Context: an optimization exercise on an open-source flow, tuned for small area, a short achievable clock period and few clock cycles. The choices shown serve that exercise and are no tape-out recipe. Only simulation tests tie the RTL to the original design; equivalence was not proved. No activity file was given, so power comes from the tool's default toggle rates.

File: flow/config.mk
export PLATFORM = sky130hd
export DESIGN_NAME = MainDatapath
export DESIGN_NICKNAME = MainDatapath
export VERILOG_FILES = /design/flow/design.v
export SDC_FILE = /design/flow/constraint.sdc
export NUM_CORES = 4
export LEC_CHECK = 0
export CAP_MARGIN = 20
export CORE_MARGIN = 2
export CORE_UTILIZATION = 40
export SLEW_MARGIN = 20
File: flow/constraint.sdc
create_clock -name core_clock -period 13.0 [get_ports {CLK}]
set_input_delay 2.6000 -clock core_clock [delete_from_list [all_inputs] [get_ports {CLK}]]
set_output_delay 2.6000 -clock core_clock [all_outputs]
set_load 0.01 [all_outputs]
File: flow/design.v
`timescale 1ns / 1ps
package RISCV_PKG;
    parameter REG_COUNT = 32,
              REG_WIDTH = 32,
              ADDRESS_PORT_WIDTH = 5,
              INSTRUCTION_SIZE = 32, 
              IMMEDIATE_SIZE = 32,
              WORD_LENGTH = 32,
              OPCODE_SIZE = 7, 
              MEM_WIDTH=4, 
              MEM_SIZE = 268435456, 
              HALF_MEM = 32768,
              MEM_ROWS = 1 << 25;
endpackage
import RISCV_PKG::*;
module ALU(input logic [REG_WIDTH-1:0] dataA, dataB,
           input logic [3:0] ALUOperation,
           output logic [REG_WIDTH-1:0] ALUOutput);
    always_comb begin
        case(ALUOperation)
            4'b0000: ALUOutput = dataA | dataB;
            4'b0001: ALUOutput = dataA & dataB;
            4'b0010: ALUOutput = dataA + dataB;
            4'b0011: ALUOutput = dataA - dataB;
            4'b0101: ALUOutput = {31'b0, ($signed(dataA) < $signed(dataB))};
            4'b1000: ALUOutput = dataA << dataB[4:0];
            4'b1001: ALUOutput = dataA ^ dataB;
            4'b1010: ALUOutput = $unsigned(dataA) >> dataB[4:0];
            4'b1011: ALUOutput = $signed(dataA) >>> dataB[4:0];
            4'b1101: ALUOutput = {31'b0, (dataA < dataB)};
            default: ALUOutput = 32'b0;
        endcase
    end
endmodule
`timescale 1ns / 1ps
module ALUControl(input logic [2:0] ALUOp,
                  input logic [2:0] func3,
                  input logic [6:0] func7,
                  output logic [3:0] ALUOperation);
    always_comb begin
        casez({ALUOp,func3, func7[5]})
            7'b000110?, 7'b101110?: ALUOperation = 4'b0000;
            7'b000111?, 7'b101111?: ALUOperation = 4'b0001;
            7'b100????, 7'b1010000, 7'b000000?, 7'b110????, 7'b001????, 7'b111????, 7'b010????: ALUOperation = 4'b0010;
            7'b1010001: ALUOperation = 4'b0011;
            7'b101010?, 7'b000010?: ALUOperation = 4'b0101;
            7'b101001?, 7'b000001?: ALUOperation = 4'b1000;
            7'b101100?, 7'b000100?: ALUOperation = 4'b1001;
            7'b1011010, 7'b0001010: ALUOperation = 4'b1010;
            7'b1011011, 7'b0001011: ALUOperation = 4'b1011;
            7'b101011?, 7'b000011?: ALUOperation = 4'b1101;
            default: ALUOperation = 4'b1111;
        endcase
    end
endmodule
import RISCV_PKG::*;
module BranchDecisionUnit(input logic [OPCODE_SIZE-1:0] Opcode, 
                          input logic [WORD_LENGTH-1:0] dataA, dataB,
                          input logic [2:0] Func3,
                          output logic ONE);
    always_comb begin
        case({Opcode, Func3}) 
            10'b1100011_000: ONE = ($signed(dataA) == $signed(dataB));
            10'b1100011_001: ONE = ($signed(dataA) != $signed(dataB));
            10'b1100011_100: ONE = ($signed(dataA) < $signed(dataB));
            10'b1100011_101: ONE = ($signed(dataA) >= $signed(dataB));
            10'b1100011_110: ONE = (dataA < dataB);
            10'b1100011_111: ONE = (dataA >= dataB);
            default: ONE = 1'b0;
        endcase
    end
endmodule
import RISCV_PKG::*;
module ControlUnit(input logic [OPCODE_SIZE-1:0] Opcode, 
                   input logic ONE,
                   output logic [2:0] ALUOp,
                   output logic ID_Flush, JumpReg, Jump, Branch, RegSrc1, RegSrc2, UpperImm, RegWrite, MemWrite, MemToReg, RetAddr, imm, 
                   output logic rvfi_i_bool);
    always_comb begin
        case(Opcode)
            7'b0110011: begin 
                JumpReg = 0; 
                Branch = 0;
                Jump = 0;
                RegSrc1 = 1;
                RegSrc2 = 1;
                UpperImm = 0;
                RegWrite = 1;
                MemWrite = 0;
                MemToReg = 0;
                RetAddr = 0;
                ALUOp = 3'b101;
                imm = 0;
                ID_Flush = 0;
                rvfi_i_bool = 1;
            end 
            7'b0010011: begin 
                JumpReg = 0; 
                Branch = 0;
                Jump = 0;
                RegSrc1 = 1;
                RegSrc2 = 0;
                UpperImm = 0;
                RegWrite = 1;
                MemWrite = 0;
                MemToReg = 0;
                RetAddr = 0;
                ALUOp = 3'b000;
                imm = 1;
                ID_Flush = 0;
                rvfi_i_bool = 1;
            end 
            7'b0000011: begin 
                JumpReg = 0; 
                Branch = 0;
                Jump = 0;
                RegSrc1 = 1;
                RegSrc2 = 0;
                UpperImm = 0;
                RegWrite = 1;
                MemWrite = 0;
                MemToReg = 1;
                RetAddr = 0;
                ALUOp = 3'b110;
                imm = 1;
                ID_Flush = 0;
                rvfi_i_bool = 1;
            end 
            7'b0100011: begin 
                JumpReg = 0; 
                Branch = 0;
                Jump = 0;
                RegSrc1 = 1;
                RegSrc2 = 0;
                UpperImm = 0;
                RegWrite = 0;
                MemWrite = 1;
                MemToReg = 0;
                RetAddr = 0;
                ALUOp = 3'b001;  
                imm = 1;
                ID_Flush = 0;
                rvfi_i_bool = 1;
            end 
            7'b1100011: begin 
                Jump = 0;
                JumpReg = 0; 
                Branch = 1;
                RegSrc1 = 1;
                RegSrc2 = 1;
                UpperImm = 0;
                RegWrite = 0;
                MemWrite = 0;
                MemToReg = 0;
                RetAddr = 0;
                ALUOp = 3'b011;  
                imm = 0;
                ID_Flush = ONE;
                rvfi_i_bool = 1;
            end 
            7'b1100111: begin 
                Jump = 1;
                JumpReg = 1; 
                Branch = 1;
                RegSrc1 = 0;
                RegSrc2 = 0;
                UpperImm = 0;
                RegWrite = 1;
                MemWrite = 0;
                MemToReg = 0;
                RetAddr = 1;
                ALUOp = 3'b100;  
                imm = 0;
                ID_Flush = 1;
                rvfi_i_bool = 1;
            end 
            7'b1101111: begin 
                Jump = 1;
                JumpReg = 0; 
                Branch = 1;
                RegSrc1 = 0;
                RegSrc2 = 0;
                UpperImm = 0;
                RegWrite = 1;
                MemWrite = 0;
                MemToReg = 0;
                RetAddr = 1;
                ALUOp = 3'b100;
                imm = 0;  
                ID_Flush = 1;
                rvfi_i_bool = 1;
            end 
            7'b0110111: begin 
                Jump = 0;
                JumpReg = 0; 
                Branch = 0;
                RegSrc1 = 0;
                RegSrc2 = 0;
                UpperImm = 1;
                RegWrite = 1;
                MemWrite = 0;
                MemToReg = 0;
                RetAddr = 0;
                ALUOp = 3'b010;  
                imm = 1;
                ID_Flush = 0;
                rvfi_i_bool = 1;
            end   
            7'b0010111: begin 
                Jump = 0;
                JumpReg = 0; 
                Branch = 0;
                RegSrc1 = 0;
                RegSrc2 = 0;
                UpperImm = 0;
                RegWrite = 1;
                MemWrite = 0;
                MemToReg = 0;
                RetAddr = 0;
                ALUOp = 3'b010;  
                imm = 1;
                ID_Flush = 0;
                rvfi_i_bool = 1;
            end
            default: begin
                JumpReg   = 0;
                Jump      = 0;
                Branch    = 0;
                RegSrc1   = 0;
                RegSrc2   = 0;
                UpperImm  = 0;
                RegWrite  = 0;
                MemWrite  = 0;
                MemToReg  = 0;
                RetAddr   = 0;
                ALUOp     = 3'b000;
                imm = 0;
                ID_Flush = 0;
                rvfi_i_bool = 0;
            end
        endcase
    end
endmodule
`timescale 1ns / 1ps
import RISCV_PKG::*;
module ImmediateGenerator(input logic [INSTRUCTION_SIZE-1:0] Instruction,
                          output logic [IMMEDIATE_SIZE-1:0] ImmediateOutput);
    logic [OPCODE_SIZE-1:0] Opcode;
    always_comb begin
        Opcode = Instruction[6:0];
        case(Opcode) 
            7'b0010011, 7'b0000011, 7'b1100111: ImmediateOutput = {{20{Instruction[31]}},Instruction[31:20]};
            7'b0010111, 7'b0110111: ImmediateOutput = {Instruction[31:12], 12'b0};
            7'b0100011: ImmediateOutput = {{20{Instruction[31]}}, Instruction[31:25], Instruction[11:7]};
            7'b1100011: ImmediateOutput = {{19{Instruction[31]}}, Instruction[31], Instruction[7], Instruction[30:25], Instruction[11:8], 1'b0};
            7'b1101111: ImmediateOutput = {{11{Instruction[31]}}, Instruction[31], Instruction[19:12], Instruction[20], Instruction[30:21], 1'b0};
            default: ImmediateOutput = 32'b0;
        endcase
    end
endmodule
import RISCV_PKG::*;
module HazardDetectionUnit(input logic MemToReg, 
                           input logic [ADDRESS_PORT_WIDTH-1:0] ID_EX_RD, IF_ID_RS1, IF_ID_RS2,
                           input logic RegBranch, EX_MEM_MemToReg,
                           input logic [ADDRESS_PORT_WIDTH-1:0] EX_MEM_RD,
                           output logic HazardDetected);
    always_comb begin
        HazardDetected = 1'b0;
        if (MemToReg && (ID_EX_RD != 0) && (ID_EX_RD == IF_ID_RS1 || ID_EX_RD == IF_ID_RS2)) begin
            HazardDetected = 1'b1;
        end
        else if (RegBranch && EX_MEM_MemToReg && (EX_MEM_RD != 0) && (EX_MEM_RD == IF_ID_RS1 || EX_MEM_RD == IF_ID_RS2)) begin
            HazardDetected = 1'b1;
        end
        else begin
            HazardDetected = 1'b0;
        end
    end
endmodule
import RISCV_PKG::*;
module ForwardingUnit(input logic [ADDRESS_PORT_WIDTH-1:0] ID_EX_RD, EX_MEM_RD, MEM_WB_RD, ID_RS1, ID_RS2, ID_EX_RS1, ID_EX_RS2,
                      input logic ID_EX_RegWrite, EX_MEM_RegWrite, MEM_WB_RegWrite, MemToReg,
                      output logic ForwardALU_A, ForwardALU_B, ForwardMemToRegData_A, ForwardMemToRegData_B, ForwardMemToRegData_RS1, ForwardMemToRegData_RS2, Forward_EX_MEM_ALU_To_ID_A, Forward_EX_MEM_ALU_To_ID_B, Forward_ID_EX_ALU_To_ID_A, Forward_ID_EX_ALU_To_ID_B);
    always_comb begin
        ForwardALU_A = 1'b0;
        ForwardALU_B = 1'b0;
        ForwardMemToRegData_A = 1'b0;
        ForwardMemToRegData_B = 1'b0; 
        ForwardMemToRegData_RS1 = 1'b0;
        ForwardMemToRegData_RS2 = 1'b0;
        Forward_EX_MEM_ALU_To_ID_A = 1'b0;
        Forward_EX_MEM_ALU_To_ID_B = 1'b0;
        Forward_ID_EX_ALU_To_ID_A = 1'b0;
        Forward_ID_EX_ALU_To_ID_B = 1'b0;
        if (EX_MEM_RD == ID_EX_RS1 && EX_MEM_RegWrite && EX_MEM_RD != 0) begin
            ForwardALU_A = 1'b1;
        end
        if (EX_MEM_RD == ID_EX_RS2 && EX_MEM_RegWrite && EX_MEM_RD != 0) begin
            ForwardALU_B = 1'b1;
        end
        if (MEM_WB_RD == ID_EX_RS1 && MEM_WB_RegWrite && MEM_WB_RD != 0) begin
            ForwardMemToRegData_A = 1'b1;
        end
        if (MEM_WB_RD == ID_EX_RS2 && MEM_WB_RegWrite && MEM_WB_RD != 0) begin
            ForwardMemToRegData_B = 1'b1;
        end
        if (MEM_WB_RD == ID_RS1 && MEM_WB_RegWrite && MEM_WB_RD != 0) begin
            ForwardMemToRegData_RS1 = 1'b1;
        end
        if (MEM_WB_RD == ID_RS2 && MEM_WB_RegWrite && MEM_WB_RD != 0) begin
            ForwardMemToRegData_RS2 = 1'b1;
        end
        if (EX_MEM_RD == ID_RS1 && EX_MEM_RegWrite && EX_MEM_RD !=0) begin
            Forward_EX_MEM_ALU_To_ID_A = 1'b1;
        end
        if (EX_MEM_RD == ID_RS2 && EX_MEM_RegWrite && EX_MEM_RD !=0) begin
            Forward_EX_MEM_ALU_To_ID_B = 1'b1;
        end
        if (ID_EX_RD == ID_RS1 && ID_EX_RegWrite && ID_EX_RD !=0) begin
            Forward_ID_EX_ALU_To_ID_A = 1'b1;
        end
        if (ID_EX_RD == ID_RS2 && ID_EX_RegWrite && ID_EX_RD !=0) begin
            Forward_ID_EX_ALU_To_ID_B = 1'b1;
        end
    end 
endmodule
`timescale 1ns / 1ps
import RISCV_PKG::*;
module RegisterFile (input logic [ADDRESS_PORT_WIDTH-1:0] ReadReg1, ReadReg2, WriteAddress,
                    input logic CLK, Reset, RegWrite,
                    input logic [REG_WIDTH-1:0] WriteData,
                    output logic [REG_WIDTH-1:0] ReadData1, ReadData2);
    logic [REG_COUNT-1:0][REG_WIDTH-1:0] Registers;
    always_comb begin
        ReadData1 = Registers[ReadReg1];
        ReadData2 = Registers[ReadReg2];
    end
    always @(posedge CLK or posedge Reset) begin
        if (Reset) begin
             Registers <= '0;
        end
        else begin
             if (RegWrite && (WriteAddress != 5'b0)) begin
                 Registers[WriteAddress]<= WriteData;
             end
        end
    end
endmodule
import RISCV_PKG::*;
module ProgramCounter(input logic CLK, Reset, JumpReg, Jump, Branch, ONE, RetainPC,
                      input logic [31:0] ImmediateOutput, ReadData1, IF_ID_PC,
                      input logic [WORD_LENGTH-1:0] IF_ID_ReadData1,
                      output logic signed [31:0] PC);
    always_ff @(posedge CLK or posedge Reset) begin
        if (Reset) begin
            PC <= -4;
        end
        else begin
            PC <= ((JumpReg && !RetainPC)? IF_ID_ReadData1: ((Jump||(Branch && ONE))? IF_ID_PC: PC))  +  ((RetainPC) ? 32'b0 : ((Jump||(Branch && ONE))? ImmediateOutput: 32'd4)); 
        end
    end
endmodule
import RISCV_PKG::*;
module InstructionFetch(input logic IF_Flush, CLK, EN, ONE, Reset, JumpReg, Jump, Branch, RetainPC, RetainIF_ID,
                        input logic Forward_ID_EX_ALU_To_ID_A, Forward_EX_MEM_ALU_To_ID_A, ForwardMemToRegData_RS1,
                        input logic [WORD_LENGTH-1:0] ImmediateOutput, ReadData1, WriteData,EX_ALUResult,EX_MEM_ALUResult,
                        input logic [INSTRUCTION_SIZE-1:0] imem_rdata,
                        input logic [WORD_LENGTH-1:0] IF_ID_ReadData1,
                        output logic [INSTRUCTION_SIZE-1:0] Instruction, PC, PCcomputed
                        );
    logic [INSTRUCTION_SIZE-1:0] InstructionFetched;
    logic [WORD_LENGTH-1:0] ForwardedRS1;
    always_comb begin
        if (Forward_ID_EX_ALU_To_ID_A) begin
            ForwardedRS1 = EX_ALUResult;
        end
        else if (Forward_EX_MEM_ALU_To_ID_A) begin
            ForwardedRS1 = EX_MEM_ALUResult;
        end
        else if (ForwardMemToRegData_RS1) begin
            ForwardedRS1 = WriteData;
        end
        else begin
            ForwardedRS1 = IF_ID_ReadData1;
        end
    end
    ProgramCounter ProgCount(
            .CLK(CLK),
            .Reset(Reset),
            .JumpReg(JumpReg),
            .Jump(Jump),
            .Branch(Branch),
            .IF_ID_PC(PC),
            .ONE(ONE),
            .ImmediateOutput(ImmediateOutput),
            .IF_ID_ReadData1(ForwardedRS1),
            .ReadData1(ReadData1),
            .PC(PCcomputed),
            .RetainPC(RetainPC)
        );
    assign InstructionFetched = imem_rdata;
    always_ff @(posedge CLK or posedge Reset) begin
        if (Reset) begin
            Instruction <= 32'b0;
            PC <= 32'b0;
        end
        else if (IF_Flush) begin
            Instruction <= 32'b0;
            PC <= 32'b0;
        end
        else if (EN && !RetainIF_ID) begin
            Instruction <= InstructionFetched;
            PC <= PCcomputed;
        end
    end
endmodule
import RISCV_PKG::*;
module InstructionDecode(
    input logic CLK, Reset, EN, MEM_WB_RegWrite, ForwardMemToRegData_RS1, ForwardMemToRegData_RS2, Forward_ID_EX_ALU_To_ID_A, Forward_ID_EX_ALU_To_ID_B, Forward_EX_MEM_ALU_To_ID_A, Forward_EX_MEM_ALU_To_ID_B,
    input logic [ADDRESS_PORT_WIDTH-1:0] prevReadReg1, prevReadReg2, MEM_WB_WriteAddress,
    input logic EX_MEM_MemToReg,
    input logic [ADDRESS_PORT_WIDTH-1:0] EX_MEM_WriteAddress,
    input logic [OPCODE_SIZE-1:0] prevOpcode, 
    input logic [WORD_LENGTH-1:0] previousPC, ReadInstruction, WriteData, EX_ALUResult, EX_MEM_ALUResult,
    output logic [2:0] ALUOp, Func3,
    output logic [6:0] Func7,
    output logic [OPCODE_SIZE-1:0] Opcode,
    output logic [ADDRESS_PORT_WIDTH-1:0] WriteAddress, ReadReg1, ReadReg2,
    output logic [WORD_LENGTH-1:0] dataA, ReadData1, ReadData2, PC, ImmediateOutput, ImmediateOutputforPC,
    output logic ID_EX_HazardDetected, ID_Flush, ONE, imm, JumpReg, Jump, Branch, RegSrc1, MemToReg, RegSrc2, RegWrite, UpperImm, MemWrite, RetAddr, HazardDetected,
    output logic rvfi_i_bool);
    logic [2:0] iALUOp;
    logic [WORD_LENGTH-1:0] iReadData1, iReadData2, dataB;
    logic iRegSrc1, iRegSrc2, iMemToReg, iUpperImm, iRegWrite, iMemWrite, iRetAddr, iimm;
    ControlUnit CU(
        .Opcode(prevOpcode),
        .ONE(ONE),
        .ALUOp(iALUOp),
        .JumpReg(JumpReg),
        .Jump(Jump),
        .Branch(Branch),
        .RegSrc1(iRegSrc1),
        .RegSrc2(iRegSrc2),
        .UpperImm(iUpperImm),
        .RegWrite(iRegWrite),
        .MemWrite(iMemWrite),
        .MemToReg(iMemToReg),
        .RetAddr(iRetAddr),
        .imm(iimm),
        .ID_Flush(ID_Flush),
        .rvfi_i_bool(rvfi_i_bool)
        );
    always_comb begin
        if (HazardDetected) begin
            dataA = WriteData;
        end
        else if (Forward_ID_EX_ALU_To_ID_A) begin
            dataA = EX_ALUResult;
        end
        else if (Forward_EX_MEM_ALU_To_ID_A) begin
            dataA = EX_MEM_ALUResult;
        end
        else if (ForwardMemToRegData_RS1) begin
            dataA = WriteData;
        end
        else begin
            dataA = iReadData1;
        end
        if (HazardDetected) begin
            dataB = WriteData;
        end
        else if (Forward_ID_EX_ALU_To_ID_B) begin
            dataB = EX_ALUResult;
        end
        else if (Forward_EX_MEM_ALU_To_ID_B) begin
            dataB = EX_MEM_ALUResult;
        end
        else if (ForwardMemToRegData_RS2) begin
            dataB = WriteData;
        end      
        else begin
            dataB = iReadData2;
        end
    end
    BranchDecisionUnit BDU(
        .Opcode(prevOpcode),
        .Func3(ReadInstruction[14:12]),
        .dataA(dataA),
        .dataB(dataB),
        .ONE(ONE)
    );  
    RegisterFile RF(.CLK(CLK), 
                  .Reset(Reset), 
                  .RegWrite(MEM_WB_RegWrite), 
                  .ReadReg1(prevReadReg1), 
                  .ReadReg2(prevReadReg2),
                  .WriteAddress(MEM_WB_WriteAddress),
                  .WriteData(WriteData),
                  .ReadData1(iReadData1),
                  .ReadData2(iReadData2)
                  );
    ImmediateGenerator IG(.Instruction(ReadInstruction),
                        .ImmediateOutput(ImmediateOutputforPC));
    HazardDetectionUnit HDU(
        .MemToReg(MemToReg),
        .ID_EX_RD(WriteAddress),
        .IF_ID_RS1(prevReadReg1),
        .IF_ID_RS2(prevReadReg2),
        .RegBranch(Branch && (JumpReg || !Jump)),
        .EX_MEM_MemToReg(EX_MEM_MemToReg),
        .EX_MEM_RD(EX_MEM_WriteAddress),
        .HazardDetected(HazardDetected)
    );
    always_ff @(posedge CLK) begin
        if (Reset || HazardDetected) begin
            ID_EX_HazardDetected <= (Branch) ? 1 : 0; 
            RegSrc1 <= 0;
            RegSrc2 <= 0;
            UpperImm <= 0;
            MemWrite <= 0;
            RegWrite <= 0;
            MemToReg <= 0;
            RetAddr <= 0;
            ALUOp <= 3'b000;
            ReadData1 <= 32'b0;
            ReadData2 <= 32'b0;
            PC <= 32'b0;
            ImmediateOutput <= 32'b0;
            Func3 <= 3'b0;
            Func7 <= 7'b0;
            WriteAddress <= 5'b0;
            ReadReg1 <= 5'b0;
            ReadReg2 <= 5'b0;
            Opcode <= 0;
            imm <= 0;
        end
        else if (EN) begin
            ID_EX_HazardDetected <= 0;
            RegSrc1 <= iRegSrc1;
            RegSrc2 <= iRegSrc2;
            UpperImm <= iUpperImm;
            MemWrite <= iMemWrite;
            RegWrite <= iRegWrite;
            MemToReg <= iMemToReg;
            RetAddr <= iRetAddr;
            ALUOp <= iALUOp;
            ReadData1 <= (ForwardMemToRegData_RS1)? WriteData : iReadData1;
            ReadData2 <= (ForwardMemToRegData_RS2)? WriteData : iReadData2;
            PC <= previousPC;
            ImmediateOutput <= ImmediateOutputforPC;
            Func3 <= ReadInstruction[14:12];
            Func7 <= ReadInstruction[31:25];
            WriteAddress <= ReadInstruction[11:7];
            ReadReg1 <= prevReadReg1;
            ReadReg2 <= prevReadReg2;
            Opcode <= prevOpcode;
            imm <= iimm;
        end
    end
endmodule
import RISCV_PKG::*;
module Execute(input logic CLK, EN, Reset, ID_EX_HazardDetected, HazardDetected, imm, MEM_WB_MemToReg, MEM_WB_RegWrite, UpperImm, RetAddr, RegSrc1, RegSrc2, prevMemToReg, prevRegWrite, prevMemWrite,
               input logic [WORD_LENGTH-1:0] PC, ReadData1, previousReadData2, ImmediateOutput, WB_WriteData,
               input logic [ADDRESS_PORT_WIDTH-1:0] ID_RS1, ID_RS2, prevWriteAddress, MEM_WB_WriteAddress, prevReadReg1, prevReadReg2,
               input logic [2:0] prevFunc3, ALUOp, 
               input logic [OPCODE_SIZE-1:0] Opcode,
               input logic [6:0] Func7,
               output logic [2:0] Func3,
               output logic [WORD_LENGTH-1:0] ALUResult, ReadData2, exReadData1, exImmediateOutput, iALUResult,
               output logic [ADDRESS_PORT_WIDTH-1:0] WriteAddress,
               output logic MemToReg, RegWrite, MemWrite, ForwardMemToRegData_RS1, ForwardMemToRegData_RS2, Forward_ID_EX_ALU_To_ID_A, Forward_ID_EX_ALU_To_ID_B, Forward_EX_MEM_ALU_To_ID_A, Forward_EX_MEM_ALU_To_ID_B);
    logic [3:0] ALUOperation;
    logic [WORD_LENGTH-1:0] DataA, DataB, FinalReadData2;   
    logic ForwardALU_A, ForwardALU_B, ForwardMemToRegData_A, ForwardMemToRegData_B;
    always_comb begin
        if (UpperImm) begin
            DataA = 32'b0;
        end
        else if (RetAddr) begin 
            DataA = PC;
        end
        else if (ForwardALU_A && RegSrc1) begin
            DataA = ALUResult;
        end
        else if (ForwardMemToRegData_A && RegSrc1 && (Opcode != 7'b1100111)) begin
            DataA = WB_WriteData;
        end
        else if (RegSrc1) begin
            DataA = ReadData1;
        end
        else begin
            DataA = PC;
        end
    end
    always_comb begin
        FinalReadData2 = previousReadData2;
        DataB = 0;    
        if (ForwardALU_B) begin
            FinalReadData2 = ALUResult;
        end
        else if (ForwardMemToRegData_B) begin
            FinalReadData2 = WB_WriteData;
        end
        if(imm) begin
            DataB = ImmediateOutput;
        end    
        else if (RetAddr) begin
            DataB = 4;
        end 
        else if (RegSrc2) begin
            DataB = FinalReadData2;
        end
    end
    ALUControl ALUCU(.ALUOp(ALUOp),
                .func3(prevFunc3),
                .func7(Func7),
                .ALUOperation(ALUOperation));
    ALU ALU(
        .dataA(DataA),
        .dataB(DataB),
        .ALUOperation(ALUOperation),
        .ALUOutput(iALUResult)        
        );
    ForwardingUnit FU(
        .EX_MEM_RD(WriteAddress),
        .MEM_WB_RD(MEM_WB_WriteAddress),
        .ID_EX_RS1(prevReadReg1),
        .ID_EX_RS2(prevReadReg2),
        .ID_RS1(ID_RS1),
        .ID_RS2(ID_RS2),
        .ID_EX_RD(prevWriteAddress),
        .ID_EX_RegWrite(prevRegWrite),
        .EX_MEM_RegWrite(RegWrite),
        .MEM_WB_RegWrite(MEM_WB_RegWrite),
        .MemToReg(MEM_WB_MemToReg),
        .ForwardALU_A(ForwardALU_A),
        .ForwardALU_B(ForwardALU_B),
        .ForwardMemToRegData_A(ForwardMemToRegData_A),
        .ForwardMemToRegData_B(ForwardMemToRegData_B),
        .ForwardMemToRegData_RS1(ForwardMemToRegData_RS1),
        .ForwardMemToRegData_RS2(ForwardMemToRegData_RS2),
        .Forward_ID_EX_ALU_To_ID_A(Forward_ID_EX_ALU_To_ID_A),
        .Forward_ID_EX_ALU_To_ID_B(Forward_ID_EX_ALU_To_ID_B),
        .Forward_EX_MEM_ALU_To_ID_A(Forward_EX_MEM_ALU_To_ID_A),
        .Forward_EX_MEM_ALU_To_ID_B(Forward_EX_MEM_ALU_To_ID_B)
        );
    always_ff @(posedge CLK) begin
        if (Reset || ID_EX_HazardDetected) begin
            MemWrite <= 1'b0;
            RegWrite <= 1'b0;
            MemToReg <= 1'b0;
            ALUResult <= 32'b0;
            ReadData2 <= 32'b0;   
            Func3 <= 3'b0;
            exReadData1 <= 32'b0;
            exImmediateOutput <= 32'b0;
            WriteAddress <= 5'b0;
        end
        else if (EN) begin
            MemWrite <= prevMemWrite;
            RegWrite <= prevRegWrite;
            MemToReg <= prevMemToReg;
            ALUResult <= iALUResult;
            ReadData2 <= FinalReadData2;
            Func3 <= prevFunc3;
            exReadData1 <= ReadData1;
            exImmediateOutput <= ImmediateOutput;
            WriteAddress <= prevWriteAddress;
        end
    end
endmodule
import RISCV_PKG::*;
module Memory(input logic CLK, EN, Reset, MemWrite, prevRegWrite, prevMemToReg,
              input logic [ADDRESS_PORT_WIDTH-1:0] prevWriteAddress,
              input logic [2:0] Funct3,
              input logic [WORD_LENGTH-1:0] ReadData2, prevALUResult,
              input logic [WORD_LENGTH-1:0] dmem_rdata,
              output logic [WORD_LENGTH-1:0] dmem_addr, dmem_wdata,
              output logic [3:0] dmem_wstrb,
              output logic RegWrite, MemToReg,
              output logic [ADDRESS_PORT_WIDTH-1:0] WriteAddress,
              output logic [WORD_LENGTH-1:0] ReadData, ALUResult);  
    logic [WORD_LENGTH-1:0] iReadData;
    logic [WORD_LENGTH-1:0] DataAddress, Word;
    assign DataAddress = prevALUResult;
    assign Word = dmem_rdata;
    assign dmem_addr = DataAddress;
    always_comb begin
        dmem_wstrb = 4'b0000;
        dmem_wdata = ReadData2;
        if (EN && MemWrite) begin
            case (Funct3)
                3'b010: begin  
                    dmem_wstrb = 4'b1111;
                end
                3'b001: begin  
                    dmem_wdata = {ReadData2[15:0], ReadData2[15:0]};
                    dmem_wstrb = DataAddress[1] ? 4'b1100 : 4'b0011;
                end
                3'b000: begin  
                    dmem_wdata = {4{ReadData2[7:0]}};
                    dmem_wstrb = 4'b0001 << DataAddress[1:0];
                end
                default: ;
            endcase
        end
    end
    always_comb begin
        if (EN) begin
            case (Funct3)
                3'b010: begin  
                    iReadData = Word;
                end
                3'b001: begin  
                    case (DataAddress[1])
                        1'b0: iReadData = {{16{Word[15]}}, Word[15:0]};
                        1'b1: iReadData = {{16{Word[31]}}, Word[31:16]};
                    endcase
                end
                3'b000: begin  
                    case (DataAddress[1:0])
                        2'b00: iReadData = {{24{Word[7]}},  Word[7:0]};
                        2'b01: iReadData = {{24{Word[15]}}, Word[15:8]};
                        2'b10: iReadData = {{24{Word[23]}}, Word[23:16]};
                        2'b11: iReadData = {{24{Word[31]}}, Word[31:24]};
                    endcase
                end
                3'b101: begin  
                    case (DataAddress[1])
                        1'b0: iReadData = {16'b0, Word[15:0]};
                        1'b1: iReadData = {16'b0, Word[31:16]};
                    endcase
                end
                3'b100: begin  
                    case (DataAddress[1:0])
                        2'b00: iReadData = {24'b0, Word[7:0]};
                        2'b01: iReadData = {24'b0, Word[15:8]};
                        2'b10: iReadData = {24'b0, Word[23:16]};
                        2'b11: iReadData = {24'b0, Word[31:24]};
                    endcase
                end
                default: iReadData = 32'b0;
            endcase
        end else begin
            iReadData = 32'b0;
        end
    end
    always_ff @(posedge CLK or posedge Reset) begin
        if (Reset) begin
            ReadData <= 32'b0;
            ALUResult <= 32'b0;
            RegWrite <= 0;
            MemToReg <= 0;
            WriteAddress <= 5'b0;
        end
        else if (EN) begin
            ReadData <= iReadData;
            ALUResult <= prevALUResult;
            RegWrite <= prevRegWrite;
            MemToReg <= prevMemToReg;
            WriteAddress <= prevWriteAddress;
        end
    end
endmodule
import RISCV_PKG::*;
module WriteBack(input logic CLK, MemToReg,
                input logic [WORD_LENGTH-1:0] ReadData, ALUResult,
                output logic [WORD_LENGTH-1:0] WriteData);
    always_comb begin 
        WriteData = (MemToReg) ? ReadData : ALUResult;
    end
endmodule
import RISCV_PKG::*;
module MainDatapath(input logic CLK, Reset,
                    output logic [31:0] imem_addr,
                    input  logic [31:0] imem_rdata,
                    output logic [31:0] dmem_addr,
                    output logic [31:0] dmem_wdata,
                    output logic [3:0]  dmem_wstrb,
                    input  logic [31:0] dmem_rdata);
    logic EN;
    assign EN = 1'b1;
    assign imem_addr = prevPC;
    logic [WORD_LENGTH-1:0] IF_PC, IF_Instruction, prevPC;
    logic [WORD_LENGTH-1:0] ReadData1_TO_IF, ID_PC, ID_ImmediateOutput, ImmediateOutputforPC, ID_ReadData1, ID_ReadData2;
    logic [WORD_LENGTH-1:0] iALUResult, EX_ALUResult, EX_ReadData2, EX_ReadData1, EX_ImmediateOutput;
    logic [WORD_LENGTH-1:0] MEM_ReadData, MEM_ALUResult;
    logic [WORD_LENGTH-1:0] WB_WriteData;
    logic ID_EX_HazardDetected;
    logic ID_ValidInstruction, ID_Flush, ID_imm, ID_JumpReg, ID_Jump, ID_Branch, ID_RegSrc1, ID_RegSrc2, ID_UpperImm, ID_RegWrite, ID_MemWrite, ID_MemToReg, ID_RetAddr, HazardDetected, ID_ONE;
    logic EX_RegWrite, EX_MemWrite, EX_MemToReg;
    logic MEM_RegWrite, MEM_MemToReg;
    logic ForwardMemToRegData_RS1, ForwardMemToRegData_RS2, Forward_ID_EX_ALU_To_ID_A, Forward_ID_EX_ALU_To_ID_B, Forward_EX_MEM_ALU_To_ID_A, Forward_EX_MEM_ALU_To_ID_B;
    logic [2:0] ID_Func3, EX_Func3, ID_ALUOp;
    logic [6:0] ID_Func7;
    logic [OPCODE_SIZE-1:0] ID_Opcode;
    logic [ADDRESS_PORT_WIDTH-1:0] ID_WriteAddress, EX_WriteAddress, MEM_WriteAddress;
    logic [ADDRESS_PORT_WIDTH-1:0] ID_ReadReg1, ID_ReadReg2;
    InstructionFetch IF_STAGE (
        .CLK(CLK),
        .EN(EN),
        .ONE(ID_ONE),
        .Reset(Reset),
        .Forward_ID_EX_ALU_To_ID_A(Forward_ID_EX_ALU_To_ID_A),
        .Forward_EX_MEM_ALU_To_ID_A(Forward_EX_MEM_ALU_To_ID_A),
        .ForwardMemToRegData_RS1(ForwardMemToRegData_RS1),
        .WriteData(WB_WriteData),
        .EX_ALUResult(iALUResult),
        .EX_MEM_ALUResult(EX_ALUResult),
        .JumpReg(ID_JumpReg),
        .Jump(ID_Jump),
        .Branch(ID_Branch),
        .ImmediateOutput(ImmediateOutputforPC),
        .IF_ID_ReadData1(ReadData1_TO_IF),
        .ReadData1(EX_ReadData1),
        .Instruction(IF_Instruction),
        .PC(IF_PC),
        .PCcomputed(prevPC),
        .RetainPC(HazardDetected || ID_EX_HazardDetected),
        .RetainIF_ID(HazardDetected || ID_EX_HazardDetected),
        .IF_Flush(ID_Flush),
        .imem_rdata(imem_rdata)
    );
    InstructionDecode ID_STAGE (
        .CLK(CLK),
        .Reset(Reset),
        .EN(EN),
        .ID_Flush(ID_Flush),
        .MEM_WB_RegWrite(MEM_RegWrite),
        .ID_EX_HazardDetected(ID_EX_HazardDetected),
        .prevReadReg1(IF_Instruction[19:15]),
        .prevReadReg2(IF_Instruction[24:20]),
        .MEM_WB_WriteAddress(MEM_WriteAddress),
        .EX_MEM_MemToReg(EX_MemToReg),
        .EX_MEM_WriteAddress(EX_WriteAddress),
        .prevOpcode(IF_Instruction[6:0]),
        .ForwardMemToRegData_RS1(ForwardMemToRegData_RS1),
        .ForwardMemToRegData_RS2(ForwardMemToRegData_RS2),
        .Forward_ID_EX_ALU_To_ID_A(Forward_ID_EX_ALU_To_ID_A), 
        .Forward_ID_EX_ALU_To_ID_B(Forward_ID_EX_ALU_To_ID_B), 
        .Forward_EX_MEM_ALU_To_ID_A(Forward_EX_MEM_ALU_To_ID_A), 
        .Forward_EX_MEM_ALU_To_ID_B(Forward_EX_MEM_ALU_To_ID_B),
        .Opcode(ID_Opcode),
        .previousPC(IF_PC),
        .ReadInstruction(IF_Instruction),
        .WriteData(WB_WriteData),
        .EX_ALUResult(iALUResult),
        .EX_MEM_ALUResult(EX_ALUResult),
        .ALUOp(ID_ALUOp),
        .Func3(ID_Func3),
        .Func7(ID_Func7),
        .WriteAddress(ID_WriteAddress),
        .ReadReg1(ID_ReadReg1),
        .ReadReg2(ID_ReadReg2),
        .ReadData1(ID_ReadData1),
        .ReadData2(ID_ReadData2),
        .dataA(ReadData1_TO_IF),
        .PC(ID_PC),
        .ImmediateOutput(ID_ImmediateOutput),
        .ImmediateOutputforPC(ImmediateOutputforPC),
        .JumpReg(ID_JumpReg),
        .Jump(ID_Jump),
        .Branch(ID_Branch),
        .RegSrc1(ID_RegSrc1),
        .MemToReg(ID_MemToReg),
        .RegSrc2(ID_RegSrc2),
        .RegWrite(ID_RegWrite),
        .UpperImm(ID_UpperImm),
        .MemWrite(ID_MemWrite),
        .RetAddr(ID_RetAddr),
        .HazardDetected(HazardDetected),
        .imm(ID_imm),
        .ONE(ID_ONE),
        .rvfi_i_bool(ID_ValidInstruction)
    );
    Execute EX_STAGE (
        .CLK(CLK),
        .EN(EN),
        .Reset(Reset),
        .Opcode(ID_Opcode),
        .UpperImm(ID_UpperImm),
        .imm(ID_imm),
        .RetAddr(ID_RetAddr),
        .RegSrc1(ID_RegSrc1),
        .RegSrc2(ID_RegSrc2),
        .ID_EX_HazardDetected(ID_EX_HazardDetected),
        .MEM_WB_WriteAddress(MEM_WriteAddress),
        .MEM_WB_MemToReg(MEM_MemToReg),
        .MEM_WB_RegWrite(MEM_RegWrite),
        .ID_RS1(IF_Instruction[19:15]),
        .ID_RS2(IF_Instruction[24:20]),
        .prevMemToReg(ID_MemToReg),
        .prevRegWrite(ID_RegWrite),
        .prevMemWrite(ID_MemWrite),
        .prevWriteAddress(ID_WriteAddress),
        .prevReadReg1(ID_ReadReg1),
        .prevReadReg2(ID_ReadReg2),
        .PC(ID_PC),
        .ReadData1(ID_ReadData1),
        .previousReadData2(ID_ReadData2),
        .ImmediateOutput(ID_ImmediateOutput),
        .prevFunc3(ID_Func3),
        .WB_WriteData(WB_WriteData),
        .ALUOp(ID_ALUOp),
        .Func7(ID_Func7),
        .Func3(EX_Func3),
        .ALUResult(EX_ALUResult),
        .iALUResult(iALUResult),
        .ReadData2(EX_ReadData2),
        .MemToReg(EX_MemToReg),
        .RegWrite(EX_RegWrite),
        .MemWrite(EX_MemWrite),
        .exReadData1(EX_ReadData1),
        .exImmediateOutput(EX_ImmediateOutput),
        .WriteAddress(EX_WriteAddress),
        .ForwardMemToRegData_RS1(ForwardMemToRegData_RS1),
        .ForwardMemToRegData_RS2(ForwardMemToRegData_RS2),
        .Forward_ID_EX_ALU_To_ID_A(Forward_ID_EX_ALU_To_ID_A), 
        .Forward_ID_EX_ALU_To_ID_B(Forward_ID_EX_ALU_To_ID_B), 
        .Forward_EX_MEM_ALU_To_ID_A(Forward_EX_MEM_ALU_To_ID_A), 
        .Forward_EX_MEM_ALU_To_ID_B(Forward_EX_MEM_ALU_To_ID_B),
        .HazardDetected(HazardDetected)
    );
    Memory MEM_STAGE (
        .CLK(CLK),
        .prevWriteAddress(EX_WriteAddress),
        .EN(EN),
        .Reset(Reset),
        .dmem_rdata(dmem_rdata),
        .dmem_addr(dmem_addr),
        .dmem_wdata(dmem_wdata),
        .dmem_wstrb(dmem_wstrb),
        .MemWrite(EX_MemWrite),
        .prevRegWrite(EX_RegWrite),
        .prevMemToReg(EX_MemToReg),
        .Funct3(EX_Func3),
        .ReadData2(EX_ReadData2),
        .prevALUResult(EX_ALUResult),
        .RegWrite(MEM_RegWrite),
        .MemToReg(MEM_MemToReg),
        .ReadData(MEM_ReadData),
        .ALUResult(MEM_ALUResult),
        .WriteAddress(MEM_WriteAddress)
    );
    WriteBack WB_STAGE (
        .CLK(CLK),
        .MemToReg(MEM_MemToReg),
        .ReadData(MEM_ReadData),
        .ALUResult(MEM_ALUResult),
        .WriteData(WB_WriteData)
    );
endmodule
File: flow/run.sh
#!/bin/bash
# synth_recipe.tcl (not shown) runs the flow's synth.tcl, then flattens the netlist and writes it again
# the make line also repeats each setting of config.mk as NAME=value (left out here)
make -C /OpenROAD-flow-scripts/flow DESIGN_CONFIG=/design/flow/config.mk WORK_HOME=/design/flow/orfs CLKGATE_MAP_FILE= SYNTH_SCRIPT=/design/flow/synth_recipe.tcl finish
==> flow_summary.ini <==
[run]
maxCapViolations = 0

[placement]
place_ws_ns = -0.590
dp_hpwl_um = 271000
numPortBuffers = 165
placed_area_um2 = 90200
dp_cells = 10500
place.gp.congestion = 1.10

[timing]
slew-limit-headroom_pct = 8.99
worst_slack_ns = 0.424
setup_viol = 0
fin_tns_setup_ns = 0
skew_ns = 0.0617
hold_slack_ns = 0.393
worst_pin_slew_ns = 1.35
finalHoldViolCount = 0
timing.fmax_mhz = 79.5
period_needed_ns = 12.58
slew_viol_final = 0
finalCritPeriodShare_pct = 96.7

[cells_and_area]
final_core_util_pct = 46.6
layout-drive-gt1-share_pct = 22.5
fin_area_um2 = 96500
layout.nets = 8140
syn2layout_area_growth_pct = 15.8
final_cells = 10900

[routing]
drt-total-wl_um = 401000
drc = 0
dr.pass1.iters = 6
vias = 73100
drt_iter0_drc = 10200
routed_via_density = 6.74
ant_nets = 0
wl_per_cell_um = 37.0

[logic_synthesis]
ys_ff_latch = 1432
yosysSeqAreaShare_pct = 41.6
synth_nets = 8091
netlist_top_cells_count = 1161 x dfrtp_1, 987 x nand2_1, 749 x o21ai_0, 647 x mux4_2, 609 x clkbuf_1
yosys_warnings = 14
syn_area_um2 = 83300
postSynth.asyncResetShare_pct = 83.2
syn_avg_cell_area_um2 = 10.6
synth.area.top_cells = dfrtp_1 35%, mux4_2 17%, dfxtp_1 5.8%
yosysTopAreaCellShare_pct = 34.9
synth.distinct_cells = 103
synthFlopType = dfrtp_1
synth_most_common_cell = dfrtp_1
postSynthCellCount = 7858
synth_edf_count = 0
synth_largest_area_cell = dfrtp_1

[power_and_ir_drop]
leakage_nw = 40.5
power_mw = 12.7
vdd_ir_drop_max_mv = 0.155
p_per_area_nw_per_um2 = 132

[global_route]
grt_first_pass_wirelength_um = 559000
gr-total-overflow = 0
grt_pass1_vias = 70800
grt.total_usage_pct = 37.4
grt_max_degree = 192
grt_antenna_before_repair = 36

[setup_path]
ff2ff_setup_slack_ns = 0.42
crit_type = flop to flop
arrival_ns = 13.36
startpoint_type = flop
worst_path_most_repeated_cell = a21oi_1
slowest_stage = or4b_4
endpoint_kind = flop
cp.required_ns = 13.78
max_stage_delay_ns = 0.61
crit_path_max_fanout = 25

[clock_tree]
worst_skew_pair.late_latency_ns = 0.88
htreeDepth = 4
clock_sinks = 1432
cts-root-buf = clkbuf_16
ctsHoldBuffers = 0
cts_buffers = 163
cts_max_path_buffers = 3
path_clk_slew_ns = 0.06
cts_tree = yes

[floorplan]
die_h_um = 460
initial_utilization_pct = 40.2
rows = 167
die-area_um2 = 212000
core_um2 = 207000
ios = 166
die_w_um = 460

[outcome]
outcome = no timing/DRC/antenna violations

[min_path]
hp-class = flop to flop
[worst max-delay path, delay by kind of cell, from the launching register on]
kind,cells,cell delay (ns)
xor gates and xnor gates,2,0.31
adders and majority gates,6,1.75
muxes,2,0.36
and+or+nand+nor,15,3.91
DFF,1,0.35
AOI/OAI and AO/OA,23,5.12
buffers and inverters,5,0.67
[repair_timing]
item                       in CTS  in global routing
setup buffers                   1                  2
gates resized for setup         1                 60
cloned                          0                  0
pin swaps                       1                 18
setup endpoints to repair       9                  9
[registers in the layout, summed over array words and instances (netlist names), 32 cells and up]
name                      count
IF_STAGE.Instruction         32
MEM_STAGE.ReadData           32
MEM_STAGE.ALUResult          32
IF_STAGE.ProgCount.PC        32
ID_STAGE.RF.Registers      1024
ID_STAGE.ReadData2           32
ID_STAGE.ReadData1           32
ID_STAGE.PC                  32
EX_STAGE.ReadData2           32
IF_STAGE.PC                  32
ID_STAGE.ImmediateOutput     32
EX_STAGE.ALUResult           32
[cell families (layout without fill, tap and decap cells)]
family	after synthesis	count (layout)	synth area share, %
adder cells (fa/ha/maj)	167	167	2.53
multiplexers	1061	1061	22.7
AO/OA/AOI/OAI	2206	2206	17.6
AND/OR/NAND/NOR	1983	1983	10.3
other	0	21	0
flip-flops	1432	1432	41.6
buffers and inverters	915	1104	4.32
XOR/XNOR	94	94	0.988
[final timing paths]
| kind | endpoint | cells past startpoint | startpoint |
|---|---|---|---|
| min | ID_STAGE.RF.Registers[30]$_DFFE_PP0P_ | 0 | ID_STAGE.RF.Registers[30]$_DFFE_PP0P_ |
| min in group asynchronous | IF_STAGE.Instruction[27]$_DFFE_PP0P_ | 2 | Reset |
| max in group asynchronous | ID_STAGE.RF.Registers[356]$_DFFE_PP0P_ | 5 | Reset |
| max reg2reg | IF_STAGE.ProgCount.PC[30]$_DFF_PP1_ | 53 | MEM_STAGE.WriteAddress[0]$_DFF_PP0_ |
| max | IF_STAGE.ProgCount.PC[30]$_DFF_PP1_ | 53 | MEM_STAGE.WriteAddress[0]$_DFF_PP0_ |
| min reg2reg | ID_STAGE.RF.Registers[30]$_DFFE_PP0P_ | 0 | ID_STAGE.RF.Registers[30]$_DFFE_PP0P_ |
[cell usage in the layout (no fill, tap or decap), types with 30 or more instances in the layout]
master / count
a211oi_1: 51
a21o_1: 53
a21oi_1: 461
a221o_1: 31
a221oi_1: 40
a22o_1: 251
a32o_1: 180
and2_1: 51
and3_1: 128
buf_4: 487
clkbuf_16: 165
clkbuf_8: 31
clkdlybuf4s50_1: 165
clkinv_2: 31
dfrtp_1: 1150
dfstp_2: 30
dfxtp_1: 240
ha_1: 161
inv_1: 110
mux2_2: 98
mux2i_1: 284
mux4_2: 647
nand2_1: 978
nand3_1: 53
nor2_1: 501
nor3_1: 48
o211ai_1: 31
o21ai_0: 733
o21bai_1: 31
o221ai_1: 55
o22ai_1: 33
xnor2_1: 54
xor2_1: 38
[where the power goes]
group          switching, mW  leakage [nW]  total [mW]  internal (mW)
sequential             0.345          18.3        4.99           4.64
combinational           1.68          19.4        2.66          0.976
clock                   2.12          2.87        5.08           2.96
total                   4.14          40.5        12.7           8.58
[final cells by class]
class                   count  area (µm²)
well taps                2788        3490
flip-flops and latches   1432       34700
clock inverters            80        1210
multi-input cells        5511       46000
clock buffers             225        4660
fillers                 19000      111000
inverters                 117         447
repair buffers            682        5900
diodes                     21        52.6
[routing by layer]
layer  vias up  global-route usage [%]  share of wire [%]  routed length (µm)
met4        26                    22.8                7.2               29000
met2      5014                    54.6                 43              172000
li1      29500                       -                  -                   -
met3      1242                    11.3                 11               45600
met5         -                       0              0.043                 172
met1     37300                    48.6                 38              154000
Testbench counts, summed over its fixed seeds: cycles 166,588.

## static timing again, ports no longer ideal
The flow's constraints put no driver on any port. The routed layout listed below was extracted and timed again, unchanged, in two steps.
Step 1 sets driving cells, clkbuf_16 on the clock port and buf_2 on the other inputs (assumed; they add their load-dependent delay and slew).
Step 2, shift: input delay + t, output delay - t, t = (earliest + latest rising clock arrival at the registers) / 2. This alone moves slack from input paths to output paths.
Three values: ideal, step 1, step 2; two values: the first two.
t (ns): 0.940
slack for setup (ns): 0.424 / 0.424 / 0.424
hold WS [ns]: 0.393 / 0.393 / 0.393
pins driven straight from the clock port: 1
After both steps this run still meets setup and hold. For this run, drivers alone change the setup slack by 0.000 ns; drivers and shift together by 0.000 ns.
